From an optimization exercise on the open Yosys and OpenROAD flow, aimed at small area, a short achievable clock period and few clock cycles; shortcuts taken in it are not production practice.
Where RTL was checked, it was by simulation tests only, not by an equivalence proof against the original.

// geofence
module geofence (clk, reset, X, Y, valid, is_inside);
input clk;
input reset;
input [9:0] X;
input [9:0] Y;
output reg valid;
output reg is_inside;
reg [3:0] ph;
reg [9:0] rx, ry;                  
reg vxs, vys;                      
reg [9:0] vxm, vym;                
reg axs, ays, bxs, bys;            
reg [9:0] axm, aym, bxm, bym;
reg deg;                           
reg ins;                           
wire [10:0] dx = {1'b0, X} - {1'b0, rx};
wire [10:0] dy = {1'b0, Y} - {1'b0, ry};
wire [9:0] dxm = (dx[9:0] ^ {10{dx[10]}}) + {9'd0, dx[10]};
wire [9:0] dym = (dy[9:0] ^ {10{dy[10]}}) + {9'd0, dy[10]};
wire vxz = ~|vxm;
wire vyz = ~|vym;
wire vz = vxz & vyz;               
wire a1 = axs ^ vys, a2 = ays ^ vxs;
wire b1 = bxs ^ vys, b2 = bys ^ vxs;
wire az = (~|axm | vyz) & (~|aym | vxz);
wire bz = (~|bxm | vyz) & (~|bym | vxz);
wire ca = ~a1;
wire ua_1 = ~(axm[0] & vym[0]);
wire ua_2 = ~(aym[0] & vxm[0]);
wire ua_3 = ~(axm[0] & vym[1]);
wire ua_4 = ~(aym[0] & vxm[1]);
wire ua_5 = ~(axm[0] & vym[2]);
wire ua_6 = ~(aym[0] & vxm[2]);
wire ua_7 = ~(axm[0] & vym[3]);
wire ua_8 = ~(aym[0] & vxm[3]);
wire ua_9 = ~(axm[0] & vym[4]);
wire ua_10 = ~(aym[0] & vxm[4]);
wire ua_11 = ~(axm[0] & vym[5]);
wire ua_12 = ~(aym[0] & vxm[5]);
wire ua_13 = ~(axm[0] & vym[6]);
wire ua_14 = ~(aym[0] & vxm[6]);
wire ua_15 = ~(axm[0] & vym[7]);
wire ua_16 = ~(aym[0] & vxm[7]);
wire ua_17 = ~(axm[0] & vym[8]);
wire ua_18 = ~(aym[0] & vxm[8]);
wire ua_19 = ~(axm[0] & vym[9]);
wire ua_20 = ~(aym[0] & vxm[9]);
wire ua_21 = ~(axm[1] & vym[0]);
wire ua_22 = ~(aym[1] & vxm[0]);
wire ua_23 = ~(axm[1] & vym[1]);
wire ua_24 = ~(aym[1] & vxm[1]);
wire ua_25 = ~(axm[1] & vym[2]);
wire ua_26 = ~(aym[1] & vxm[2]);
wire ua_27 = ~(axm[1] & vym[3]);
wire ua_28 = ~(aym[1] & vxm[3]);
wire ua_29 = ~(axm[1] & vym[4]);
wire ua_30 = ~(aym[1] & vxm[4]);
wire ua_31 = ~(axm[1] & vym[5]);
wire ua_32 = ~(aym[1] & vxm[5]);
wire ua_33 = ~(axm[1] & vym[6]);
wire ua_34 = ~(aym[1] & vxm[6]);
  ...
Settings: LEC_CHECK=0, CAP_MARGIN=0, CORE_MARGIN=2, CORE_UTILIZATION=60, SETUP_SLACK_MARGIN=5, SLEW_MARGIN=0, SYNTH_HIERARCHICAL=1, SYNTH_MINIMUM_KEEP_SIZE=0, TNS_END_PERCENT=0; clock period 10.0 ns.
run.sh (not shown) runs the stock make flow with config.mk's settings and CLKGATE_MAP_FILE= SYNTH_SCRIPT=/design/flow/synth_recipe.tcl, a recipe that flattens the netlist after the stock synthesis.
Testbench counts at the start, summed over its fixed seeds: cycles 21,600.
==> next run, changes <==
CAP_MARGIN = 20   (was 0)
PLACE_DENSITY = 0.8   (was default)
SLEW_MARGIN = 20   (was 0)
TNS_END_PERCENT = default   (was 0)
Effect: The changed run ran to the end with no violations; die area is unchanged; cell area went up by 3.9%; maximum frequency went down by 5.0%; wire length went up by 12%; non-clock buffer count went up by 38; critical path depth went up by 1; sequential cell count does not change; via count went up by 10%.
==> next run, changes <==
PLACE_DENSITY = default   (was 0.8)
PLACE_DENSITY_LB_ADDON = 0.2   (was default)
TNS_END_PERCENT = 0   (was default)
After rerunning: Clock-buffer cell count does not change. Area after synthesis stays the same. Via count fell by 8.4%. First-iteration DRC count fell by 37%. Die area does not change. Critical path depth fell by 3. Global-route usage fell by 1.7 points. Routed wire length fell by 13%. Final area fell by 4.8%.

* * *

== JK ==
geofence again, from the RTL that the note above started with.
==> flow/config.mk <==
export PLATFORM = sky130hd
export DESIGN_NAME = geofence
export DESIGN_NICKNAME = geofence
export VERILOG_FILES = /design/flow/design.v
export SDC_FILE = /design/flow/constraint.sdc
export NUM_CORES = 4
export LEC_CHECK = 0
export CAP_MARGIN = 20
export CORE_MARGIN = 2
export CORE_UTILIZATION = 60
export SETUP_SLACK_MARGIN = 5
export SLEW_MARGIN = 20
export SYNTH_HIERARCHICAL = 1
export SYNTH_MINIMUM_KEEP_SIZE = 0
==> flow/constraint.sdc <==
create_clock -name core_clock -period 10.0 [get_ports {clk}]
set_input_delay 2.0000 -clock core_clock [delete_from_list [all_inputs] [get_ports {clk}]]
set_output_delay 2.0000 -clock core_clock [all_outputs]
set_load 0.01 [all_outputs]
Testbench counts of JK, summed over its fixed seeds: cycles 21,600.
Edits applied to the flow inputs when going from JK to MS:
- a change of CORE_UTILIZATION from 60 to 75
==> comparison <==
JK completed end to end with timing, DRC and antenna clean.
Every stage of the flow completed for MS, and the final layout passed the timing, design-rule and antenna checks.
Compared to JK, the routing of MS uses more wire.
In terms of count of clock tree sinks, MS and JK differ only marginally.
Looking at fraction of final layout cells with drive strength greater than 1, MS sits 0.44 points above JK.
[inputs] AL vs MS
- an added TNS_END_PERCENT of 0
- a change of CORE_UTILIZATION from 75 to 50
==> notes.md <==
[compare] base=MS new=AL: count of buffering cells on the critical path with inverters included increased by 1 relative to the old numbers, number of vias after detailed routing dropped 7.9%, instance count after placement with tap cells included saw an increase.
On post-CTS setup buffer count: AL sits below MS.
Looking at count of buffers not belonging to the clock network in the layout, AL sits 24 lower than MS does.
AL vs MS on fraction of final layout cells sized beyond drive strength 1: AL is the lower one.
Between AL and MS, it is AL whose routed via count divided by cell count is lower, by 0.82.
Relative to AL, the following input files were edited for TR:
- a change of CORE_UTILIZATION from 50 to 60
- an added CORE_ASPECT_RATIO of 0.5
Changes observed in TR relative to AL: core occupancy in the finished layout up 11 points, cell area down 0.51%, fmax down 0.64%, vias after detailed routing up about 0.3%.
Worst path buffer plus inverter count ended up 3 lower on TR than on AL.
Actual transition at the worst max-transition pin: TR vs AL down 0.17 ns
[inputs] PW vs TR
- GPL_ROUTABILITY_DRIVEN: unset -> 0
- CORE_ASPECT_RATIO: 0.5 -> unset
## What came out
Taking TR as the reference, in PW clock buffer count in the final layout grew by 2, post-place setup slack rose 0.16 ns, multi-input gate share of the layout cell area shows no meaningful change, number of well-tap cells placed saw an increase.
PW: PASS, flow complete, no timing, DRC or antenna violations
Relative to TR, PW degrades final design instance area without fill.
Between PW and TR, worst-case headroom to the max-slew limit is higher for TR, PW comes in under that.
Compared with TR, placement density in the core of PW is higher.
PW vs TR: global-route usage down in PW
Via count: PW vs TR — no meaningful difference

* * *

== juniper ==
Another version of the RTL of geofence (not shown whole).
Size: ~1,300 cells after synthesis, about 120 flip-flops.
clock: 10.0 ns
lec_check: 0
cap_margin: 20
cell_pad_in_sites_detail_placement: 1
core_margin: 2
core_utilization: 40
setup_slack_margin: 5
slew_margin: 20
synth_hierarchical: 1
synth_minimum_keep_size: 0
tns_end_percent: 0
Testbench counts of juniper, summed over its fixed seeds: cycles 21,600.
Input-level comparison between nickel and juniper:
diff --git a/flow/config.mk b/flow/config.mk
--- a/flow/config.mk
+++ b/flow/config.mk
@@ -9 +8,0 @@
-export CELL_PAD_IN_SITES_DETAIL_PLACEMENT = 1
@@ -11 +10 @@
-export CORE_UTILIZATION = 40
+export CORE_UTILIZATION = 55
--- outcome ---
- Result: PASS for each of nickel and juniper
- nickel against juniper: number of stages on the worst setup path lost 4; flip-flop and latch count neither gained nor lost much; clock buffer instance count of the final layout lost 1.
- Relative to juniper, the final net count measured on nickel has decreased slightly.
The following lists how maple was set up differently from nickel:
diff --git a/flow/config.mk b/flow/config.mk
--- a/flow/config.mk
+++ b/flow/config.mk
@@ -10 +10 @@
-export CORE_UTILIZATION = 55
+export CORE_UTILIZATION = 62
- Of maple and nickel, the higher number of diodes added for antenna fixing belongs to maple.
- Compared to nickel, maple shows a narrower setup margin.
- Diff nickel..maple | sequential cell count | unchanged
- Final cell area excluding filler cells (maple vs. nickel) increases slightly
- nickel and maple ended up with roughly the same hold slack.
- There was hardly any difference in sequential share of cell area between nickel and maple.
- Taking nickel as the reference point, the first-pass GRT wire length of maple rises by 1.2 mm.
- For the global-route usage, maple came in 3.6 points higher than nickel did.
- Delta (maple minus nickel): total detailed-routing wirelength up 440 um, critical path depth went up 2.
Inputs modified between maple and sierra:
diff --git a/flow/config.mk b/flow/config.mk
--- a/flow/config.mk
+++ b/flow/config.mk
@@ -10 +10 @@
-export CORE_UTILIZATION = 62
+export CORE_UTILIZATION = 58
sierra vs. maple: clock skew did not really move, number of standard cells in the layout, taps in and fillers out increased 25. Looking at critical path depth, sierra sits 2 below maple. Changes observed in sierra relative to maple: count of instances resized after the clock tree is built went down 25%.
What quartz does differently from sierra at the input level:
diff --git a/flow/config.mk b/flow/config.mk
--- a/flow/config.mk
+++ b/flow/config.mk
@@ -10 +10 @@
-export CORE_UTILIZATION = 58
+export CORE_UTILIZATION = 40
Results
[compare] base=sierra new=quartz: placement-stage worst setup slack grew by 0.025 ns, count of non-CTS buffers in the layout shrank by 15, wire length of the first global-routing pass grew by 3.1 mm, die outline area grew by about 44%.

* * *

geofence with an RTL version that a note above also has.
Size: roughly 1,400 cells after synthesis, roughly 94 flip-flops, about 14,000 um2 of cells after synthesis.
Settings: LEC_CHECK=0, CAP_MARGIN=20, CORE_MARGIN=2, CORE_UTILIZATION=40, SETUP_SLACK_MARGIN=3, SLEW_MARGIN=20, SYNTH_HIERARCHICAL=1, SYNTH_MINIMUM_KEEP_SIZE=0; clock period 10.0 ns.
Testbench counts at the start, summed over its fixed seeds: cycles 21,600.
Next try:
--- a/flow/config.mk
+++ b/flow/config.mk
@@ -9,4 +9,4 @@
 export CORE_MARGIN = 2
-export CORE_UTILIZATION = 40
-export SETUP_SLACK_MARGIN = 3
+export CORE_UTILIZATION = 60
+export SETUP_SLACK_MARGIN = 5
 export SLEW_MARGIN = 20
@@ -14 +14,2 @@
 export SYNTH_MINIMUM_KEEP_SIZE = 0
+export TNS_END_PERCENT = 0
Result:
- The new run produced a clean layout
- die area decreases by 33%
- final cell count decreases by 3.7%
- critical path depth increases by 1
- global-route usage increases by 10 points
- via count increases by about 3.6%
- worst setup slack improves by 0.94 ns
- fmax increases by 17%
- design area increases by about 4%
- register-to-register slack improves by 0.94 ns
- flip-flop and latch count stays the same
Next try:
--- a/flow/config.mk
+++ b/flow/config.mk
@@ -10,2 +10,3 @@
 export CORE_UTILIZATION = 60
+export PLACE_DENSITY = 0.5
 export SETUP_SLACK_MARGIN = 5
Outcome:
- die area is unchanged
- critical path depth does not change
- final area does not change
- routed wire length does not change
- setup slack stays the same
- worst hold slack stays the same
- final cell count does not change
- clock-buffer cell count is unchanged
Next try:
--- a/flow/config.mk
+++ b/flow/config.mk
@@ -9,4 +9,3 @@
 export CORE_MARGIN = 2
-export CORE_UTILIZATION = 60
-export PLACE_DENSITY = 0.5
+export CORE_UTILIZATION = 40
 export SETUP_SLACK_MARGIN = 5
@@ -15,2 +14 @@
 export SYNTH_MINIMUM_KEEP_SIZE = 0
-export TNS_END_PERCENT = 0
The new run finished with timing, DRC and antenna clean.
Die area grows by 49%.
Synthesized area does not change.
Worst setup slack loses 0.027 ns.
Synthesized cell count does not change.
Core utilization decreases by 21 points.
Wire length goes up by 3.4%.
Via count went up by 1.1%.

* * *

Setup of 08-04:
geofence, a different RTL version from the one above (not shown whole).
For scale: about 120 flip-flops, roughly 24 I/O pins.
// geofence
module geofence (clk, reset, X, Y, valid, is_inside);
input clk;
input reset;
input [9:0] X;
input [9:0] Y;
output reg valid;
output reg is_inside;
reg [3:0] ph;
reg [9:0] rx, ry;                  
reg vxs, vys;                      
reg [9:0] vxm, nvym;               
reg [11:0] v3xm, nv3ym;            
reg axs, ays, bxs, bys;            
reg [9:0] axm, aym, bxm, bym;
reg deg;                           
reg ins;                           
wire [10:0] dx = {1'b0, X} - {1'b0, rx};
wire [10:0] dy = {1'b0, Y} - {1'b0, ry};
wire [9:0] tx = dx[9:0] ^ {10{dx[10]}};
wire [9:0] ty = dy[9:0] ^ {10{dy[10]}};
wire [9:0] dxm = tx + {9'd0, dx[10]};
wire [9:0] dym = ty + {9'd0, dy[10]};
wire [11:0] d3xm = {2'b00, tx} + {1'b0, tx, 1'b0} + {10'd0, dx[10], dx[10]};
wire [11:0] d3ym = {2'b00, ty} + {1'b0, ty, 1'b0} + {10'd0, dy[10], dy[10]};
wire vxz = ~|vxm;
wire vyz = &nvym;
wire vz = vxz & vyz;               
wire a1 = axs ^ vys, a2 = ays ^ vxs;
wire b1 = bxs ^ vys, b2 = bys ^ vxs;
wire az = (~|axm | vyz) & (~|aym | vxz);
wire bz = (~|bxm | vyz) & (~|bym | vxz);
wire ca = ~a1;
wire ua_1, ua_2, ua_3;
geofence_dec dua_1 (.a0(axm[0]), .a1(axm[1]), .s1(ua_1), .s2(ua_2), .s3(ua_3));
wire ua_4;
geofence_ao21 gua_4 (.s0(ua_1), .d0(nvym[0]), .s1(ua_3), .d1(nv3ym[0]), .e0(ua_2), .y(ua_4));
wire ua_5;
geofence_ao30 gua_5 (.s0(ua_1), .d0(nvym[1]), .s1(ua_2), .d1(nvym[0]), .s2(ua_3), .d2(nv3ym[1]), .y(ua_5));
wire ua_6;
geofence_ao30 gua_6 (.s0(ua_1), .d0(nvym[2]), .s1(ua_2), .d1(nvym[1]), .s2(ua_3), .d2(nv3ym[2]), .y(ua_6));
wire ua_7;
geofence_ao30 gua_7 (.s0(ua_1), .d0(nvym[3]), .s1(ua_2), .d1(nvym[2]), .s2(ua_3), .d2(nv3ym[3]), .y(ua_7));
wire ua_8;
  ...
Settings: LEC_CHECK=0, CAP_MARGIN=20, CORE_MARGIN=2, CORE_UTILIZATION=55, SETUP_SLACK_MARGIN=5, SLEW_MARGIN=20, SYNTH_HIERARCHICAL=1, SYNTH_MINIMUM_KEEP_SIZE=0, TNS_END_PERCENT=0; clock period 10.0 ns.
The inputs of 12-01 differ from those of 08-04 as listed below.
Settings: CORE_UTILIZATION now 40, was 55.
Notes after the runs:
Taking 08-04 as the reference, in 12-01 required time reported for the critical path endpoint went down 40 ps, first-pass GRT wire length went up about 2.3%, maximum achievable frequency went up about 0.9%, path depth of the worst reg2reg path went down 4. Relative to 08-04, final critical-path share of the clock period decreased by 0.48 points in 12-01.
No run of this note included a check of the RTL's function; only the layout flow was run.

[afterwards: timing with drivers on the ports]
The results above use ideal ports. As a check the final layouts listed here were re-extracted and re-timed, cells and wires unchanged.
Step 1 assumes that a clkbuf_16 drives the clock port and a buf_2 every other input.
Step 2 also shifts input and output timing later by t, the mid clock arrival at the registers, as if the neighbouring blocks saw the same clock.
a / b / c = ideal ports / drivers / drivers and shift; a / b = the first two.
| run | t, ns | setup slack, ns | worst register clock-pin slew, ns |
|---|---|---|---|
| the first run of note 1 | 0.382 | 4.354 / 4.354 / 4.190 | 0.06 / 0.06 |
| the second run of note 1 | 0.387 | 4.054 / 4.054 / 4.054 | 0.08 / 0.08 |
| the third run of note 1 | 0.387 | 4.202 / 4.202 / 4.155 | 0.07 / 0.07 |
| JK | 0.378 | 4.383 / 4.383 / 4.383 | 0.07 / 0.07 |
| MS | 0.383 | 4.323 / 4.323 / 4.323 | 0.07 / 0.07 |
| AL | 0.378 | 4.352 / 4.352 / 4.319 | 0.07 / 0.07 |
| TR | 0.374 | 4.316 / 4.316 / 4.156 | 0.07 / 0.07 |
| PW | 0.382 | 4.354 / 4.354 / 4.190 | 0.06 / 0.06 |
| juniper | 0.472 | 4.401 / 4.401 / 4.123 | 0.07 / 0.07 |
| nickel | 0.453 | 4.661 / 4.661 / 4.288 | 0.06 / 0.06 |
| maple | 0.459 | 4.578 / 4.578 / 4.245 | 0.06 / 0.06 |
| sierra | 0.461 | 4.546 / 4.546 / 4.225 | 0.06 / 0.06 |
| quartz | 0.460 | 4.487 / 4.487 / 4.161 | 0.07 / 0.07 |
| the first run of note 4 | 0.387 | 3.419 / 3.419 / 3.419 | 0.07 / 0.07 |
| the second run of note 4 | 0.382 | 4.354 / 4.354 / 4.190 | 0.06 / 0.06 |
| the third run of note 4 | 0.382 | 4.354 / 4.354 / 4.190 | 0.06 / 0.06 |
| the fourth run of note 4 | 0.378 | 4.327 / 4.327 / 4.327 | 0.07 / 0.07 |
| 08-04 | 0.474 | 4.569 / 4.569 / 4.219 | 0.07 / 0.07 |
| 12-01 | 0.469 | 4.617 / 4.617 / 4.196 | 0.06 / 0.06 |
After both steps setup and hold are still met in every run listed. For 12-01, which loses most, drivers alone change the setup slack by 0.000 ns; drivers and shift together by -0.421 ns.
